Context: an optimization exercise on an open-source flow, tuned for small area. The choices shown serve that exercise and are no tape-out recipe.
No functional check of the RTL was part of any run shown here.
Power figures rest on the tool's default switching activity, not on a simulated workload.

## flow/design.v (module list and top-level ports; edited modules follow where they fit)
// module tetromino_offsets: 89 lines
// module tetromino_cell0: 41 lines
// module tetromino_rotate_datum: 162 lines
// module seven_permute: 169 lines
// module text_display: 120 lines
// module score_display: 85 lines
// module glyph_row: 161 lines
// module vga_sync: 82 lines
// module tetris_top: 1116 lines
module tetris_top(
    input clk,  
    input reset_n,  
    input [3:0] usr_btn,
    input [3:0] usr_sw,
    output [3:0] usr_led,
    output VGA_HSYNC, VGA_VSYNC,
    output [3:0] VGA_RED, VGA_GREEN, VGA_BLUE
);
  // ...
==> flow/run.sh <==
#!/bin/bash
# synth_recipe.tcl (not shown) runs the flow's synth.tcl, then flattens the netlist and writes it again
# the make line also repeats each setting of config.mk as NAME=value (left out here)
make -C /OpenROAD-flow-scripts/flow DESIGN_CONFIG=/design/flow/config.mk WORK_HOME=/design/flow/orfs CLKGATE_MAP_FILE= SYNTH_SCRIPT=/design/flow/synth_recipe.tcl finish
==> flow/config.mk <==
export PLATFORM = sky130hd
export DESIGN_NAME = tetris_top
export DESIGN_NICKNAME = tetris_top
export VERILOG_FILES = /design/flow/design.v
export SDC_FILE = /design/flow/constraint.sdc
export NUM_CORES = 4
export LEC_CHECK = 0
export CAP_MARGIN = 5
export CORE_MARGIN = 2
export CORE_UTILIZATION = 45
export CTS_BUF_LIST = sky130_fd_sc_hd__clkbuf_8
export CTS_CLUSTER_DIAMETER = 70
export CTS_CLUSTER_SIZE = 14
export PLACE_DENSITY = 0.6
export SLEW_MARGIN = 5
==> flow/constraint.sdc <==
create_clock -name core_clock -period 28.0 [get_ports {clk}]
set_input_delay 5.6000 -clock core_clock [delete_from_list [all_inputs] [get_ports {clk}]]
set_output_delay 5.6000 -clock core_clock [all_outputs]
set_load 0.01 [all_outputs]
==> notes.md, run 1 <==
- Hold path cells: 2
- Net Sw Frac: 28.17%
- Syn Area/Cell: 9.815 µm²
- Most frequent cells after synthesis: edfxtp_1, nor2_1, nand2_1
- Seq power: 1.57 mW
- First-pass GRT wire length: 284700 µm
- Synth unique cells: just under 100
- Comb group: 264 µW
- Multi-input combinational cell area: 25570 µm²
- # placed instances: 6929
- Share of the yosys chip area belonging to registers: between 40 and 50%
- CP top delay family: compound AO/OA/AOI/OAI gates
- GR Util met2: 48.21%
- R2r startpoint: vga.v_count_reg[2]
- Die area: approximately 120000 µm²
- CP startpoint kind: primary input
- Critical-path top delay cell: o21ai_0
- Commonest cells after routing, fill and taps aside: edfxtp_1, nor2_1, nand2_1
- Worst R2R Path Depth: 18
- Run status: no timing/DRC/antenna violations
- Max Cap Viol: 0
- Levels on crit path: 17
- Met3 Wirelength: ~20000 µm
- Post-synthesis xor/xnor area fraction: 2.877%
- Setup TNS: 0 ps
==> inputs of run 2 (changes only) <==
--- a/flow/config.mk
+++ b/flow/config.mk
@@ -8,8 +8,8 @@
 export CAP_MARGIN = 5
 export CORE_MARGIN = 2
 export CORE_UTILIZATION = 45
-export CTS_BUF_LIST = sky130_fd_sc_hd__clkbuf_8
-export CTS_CLUSTER_DIAMETER = 70
-export CTS_CLUSTER_SIZE = 14
+export CTS_BUF_LIST = sky130_fd_sc_hd__clkbuf_16
+export CTS_CLUSTER_DIAMETER = 100
+export CTS_CLUSTER_SIZE = 25
 export PLACE_DENSITY = 0.6
 export SLEW_MARGIN = 5
==> run 2 against run 1 <==
Effect of this change:
- clock power decreased by 5.2%
- die area unchanged
- critical endpoint unchanged
- core utilization decreased by 0.19 points
- count of clock-buffer cells in the layout decreased by 43
- worst setup slack got worse by 78 ps
- sequential share of layout area increased by 0.18 points
- via count decreased by 0.66%
- largest cell class unchanged
- final cell count decreased by 1.1%
==> notes.md, run 2 <==
- Run status: no timing/DRC/antenna violations (unchanged)
- Post-Syn Area: 54230 µm² (unchanged)
- Commonest non-fill, non-tap cell in the layout: edfxtp_1 (unchanged)
- Fillers: 11080 (was 11090)
- # hold bufs at CTS: 0 (unchanged)
- CTS Buf Count: 49 (was 94)
- Drt pass-1 iters: 9 (was 6)
- Pwr dens: 46.78 nW/µm² (was 47.43 nW/µm²)
- Clock latency on the worst-skew pair: 700 ps (was 850 ps)
- I/O pin cnt: 28 (unchanged)
- M3 GR Usage: 5.404% (was 6.034%)
- Initial antenna violation count: 3 (was 6)
- RSZ-0062 raised after global routing: no (unchanged)
- Post-synth ARST share: 0% (unchanged)
- Mapped Cells: 5525 (unchanged)
- Pre-CTS setup slack: 4781 ps (unchanged)
- Worst-path clk slew: 90 ps (was 100 ps)
- Final hold violation count: 0 (unchanged)
- Detailed router's first-iteration violation count: 5948 (was 6273)
- Vias in the first global route: 42520 (was 42970)
- # port buffers: 25 (unchanged)
- Core box area: 119700 µm² (unchanged)
- Mux cell area share after synthesis: 3.761% (unchanged)
- Routed vias: 45660 (was 45960)
- Top Usage Layer GRT: met2 (unchanged)
- GR Util met2: 48.01% (was 48.21%)
- Worst Path Required: 14540 ps (was 14630 ps)
- Grt met1 use: 40.52% (was 40.48%)
- Initial Util: 45.32% (unchanged)
- Syn Area/Cell: 9.815 µm² (unchanged)
- CP max FO: 25 (unchanged)
- Clock Tree Buf Depth: 3 (unchanged)
- Largest register FFs: 660 (unchanged)
- Flop pwr share: 57.8% (was 56.8%)
- FF+latch count, synth: 980 (unchanged)
- Area growth, synth to finish: 6.814% (was 7.233%)
- WL/cell: 27.17 µm (was 27.15 µm)
- Routed Antenna Nets: 0 (unchanged)
- # setup viols final: 0 (unchanged)
- CTS tree: done (unchanged)
- Post-synthesis xor/xnor area fraction: 2.877% (unchanged)
- First-pass GRT wire length: 282300 µm (was 284700 µm)
- Post-Syn Nets: 5739 (unchanged)
- CP arrival: 9130 ps (was 9140 ps)
- Clk sinks: 980 (unchanged)
- Share of the yosys chip area belonging to registers: 49.32% (unchanged)
- Register area: 26760 µm² (unchanged)
- Comb pwr share: 9.7% (was 9.6%)
- Worst Tran Pin Value: 1396 ps (was 1417 ps)
- CP startpoint kind: primary input (unchanged)
- Synth top area share: 39.43% (unchanged)
- Largest regs: board x660, queue_q x39 (unchanged)
- NetSw: 714.2 µW (was 776.9 µW)
- Post-route DRC: 0 (unchanged)
- DP HPWL: 126100 µm (unchanged)
- Slew Viols, Final: 0 (unchanged)
- Net Sw Frac: 26.36% (was 28.17%)
- Post-synthesis simple-gate area fraction: 16.79% (unchanged)
- Top-count cell post-synth: edfxtp_1 (unchanged)
- Final setup margin: 5416 ps (was 5493 ps)
- Most frequent cells after synthesis: edfxtp_1, nor2_1, nand2_1 (unchanged)
- Tot GR Track Use: 30.43% (was 30.74%)
- Commonest cells after routing, fill and taps aside: edfxtp_1, nor2_1, nand2_1 (unchanged)
- Clk root buf: clkbuf_16 (was clkbuf_8)
- Routed wire length: 191200 µm (was 193100 µm)
- Syn. warnings: 15 (unchanged)
- Synth area leader: edfxtp_1 (unchanged)
- Overflow after GRT: 0 (unchanged)
- CP Class: primary input to flop (unchanged)
- Max IR drop VDD: 0.04791 mV (was 0.04236 mV)
- Post-synth EDFFs: 712 (unchanged)
- DIE WIDTH: 351.1 µm (unchanged)
- Worst min path class: flop to flop (unchanged)
- Share of post-route cells with drive strength above 1: 6.127% (was 7.204%)
- Slew margin rel.: 6.447% (was 5.550%)
- Largest cells by area after synthesis: edfxtp_1, dfxtp_1, nor2_1 (unchanged)
- Setup TNS: 0 ps (unchanged)
- Height of the die: 351.1 µm (unchanged)
- Die area: 123300 µm² (unchanged)
- Largest reg by FF count: board (unchanged)
- Multi-input combinational cell area: 25570 µm² (unchanged)
- Synth Area in Compound Gates: 18.43% (unchanged)
- FP Rows: 127 (unchanged)
- Via density: 6.490 (was 6.464)
- Largest net degree at the start of global routing: 100 (unchanged)
- Clk_skew: 46.94 ps (was 114.1 ps)
- P_int: 1.996 mW (was 1.981 mW)
- Synth Area in Adders: 4.924% (unchanged)
- Worst setup EP type: flop (unchanged)
- Final nets: 5614 (was 5659)
- H-tree level count: 2 (was 3)
- RD Place Congestion: 0.9796 (unchanged)
- Largest family of logic cells by synthesized area: compound AO/OA/AOI/OAI gates (unchanged)
- Total power: 2.710 mW (was 2.758 mW)
- Clk pwr share: 32.4% (was 33.6%)
- Post-CTS Setup Inserts: 0 (unchanged)
- Dominant synthesized flop cell: edfxtp_1 (unchanged)
- Post-CTS Resized: 0 (unchanged)
- Max Cap Viol: 0 (unchanged)
- Leakage power: 18.45 nW (was 18.62 nW)
- Synth unique cells: 98 (unchanged)
==> run 2: final timing paths <==
kind	startpoint	to	slack (ps)	cells after the start
hold / removal	DAS_cnt[4]	DAS_cnt[4]	430	2
setup reg to reg	vga.v_count_reg[2]	test_result	6580	18
setup / recovery	reset_n	test_y_off[5]	5420	17
hold reg to reg	DAS_cnt[4]	DAS_cnt[4]	430	2
==> run 2: logic make-up after synthesis <==
family / Yosys count
flops: 980
compound gates: 1484
mux: 178
fa+ha+maj: 206
buf+inv: 548
xor+xnor: 175
simple gates: 1954
==> run 2: routing by layer <==
| layer | part of all wire (%) | routed length [µm] | vias to the layer above |
|---|---|---|---|
| met3 | 10 | 19260 | 536 |
| met1 | 39 | 74820 | 22160 |
| met5 | 0.0063 | 12 | - |
| met4 | 5.6 | 10660 | 2 |
| met2 | 45 | 86430 | 2570 |
| li1 | - | - | 20390 |
==> run 2: layout make-up <==
cell class,instances,area share (%)
multi-input combinational,3997,44.14
clock buffer,51,2.203
clock inverter,52,0.6459
sequential,980,46.20
timing repair buffer,147,2.052
inverter,192,1.253
tap,1612,3.482
antenna,5,0.02160
==> run 2: power groups by stage <==
stage                     Sequential [mW]  Clock [mW]  Combinational (mW)
after detailed placement             1.60     0.00742               0.255
after global routing                 1.57       0.933               0.283
after global placement               1.60     0.00742               0.253
after floorplan                      1.58     0.00742               0.181
after CTS                            1.57       0.884               0.256
final                                1.57       0.879               0.264
==> run 2: worst max-delay path, stage by stage <==
cell	delay, ps
buf_4	300
nand3_1	160
or3_1	490
o21ai_0	510
nand2_1	100
o211ai_1	110
o21ai_0	140
ha_1	290
a21o_1	180
a21oi_1	250
o21bai_1	100
a21oi_1	180
xor2_1	190
xnor2_1	170
nor2_1	60
a221oi_1	210
nor2_1	60
==> run 2: through the flow <==
| stage | instances | utilization [%] | hold slack [ps] | instance area, µm² |
|---|---|---|---|---|
| after global placement | 6929 | 47.02 | 419.1 | 56260 |
| after global routing | 7031 | 48.40 | 473.0 | 57910 |
| after CTS | 7031 | 48.40 | 435.5 | 57910 |
| final | 7036 | 48.41 | 434.1 | 57920 |
| after floorplan | 5525 | - | 397.5 | 54230 |
| after detailed placement | 6929 | 47.02 | 422.6 | 56260 |
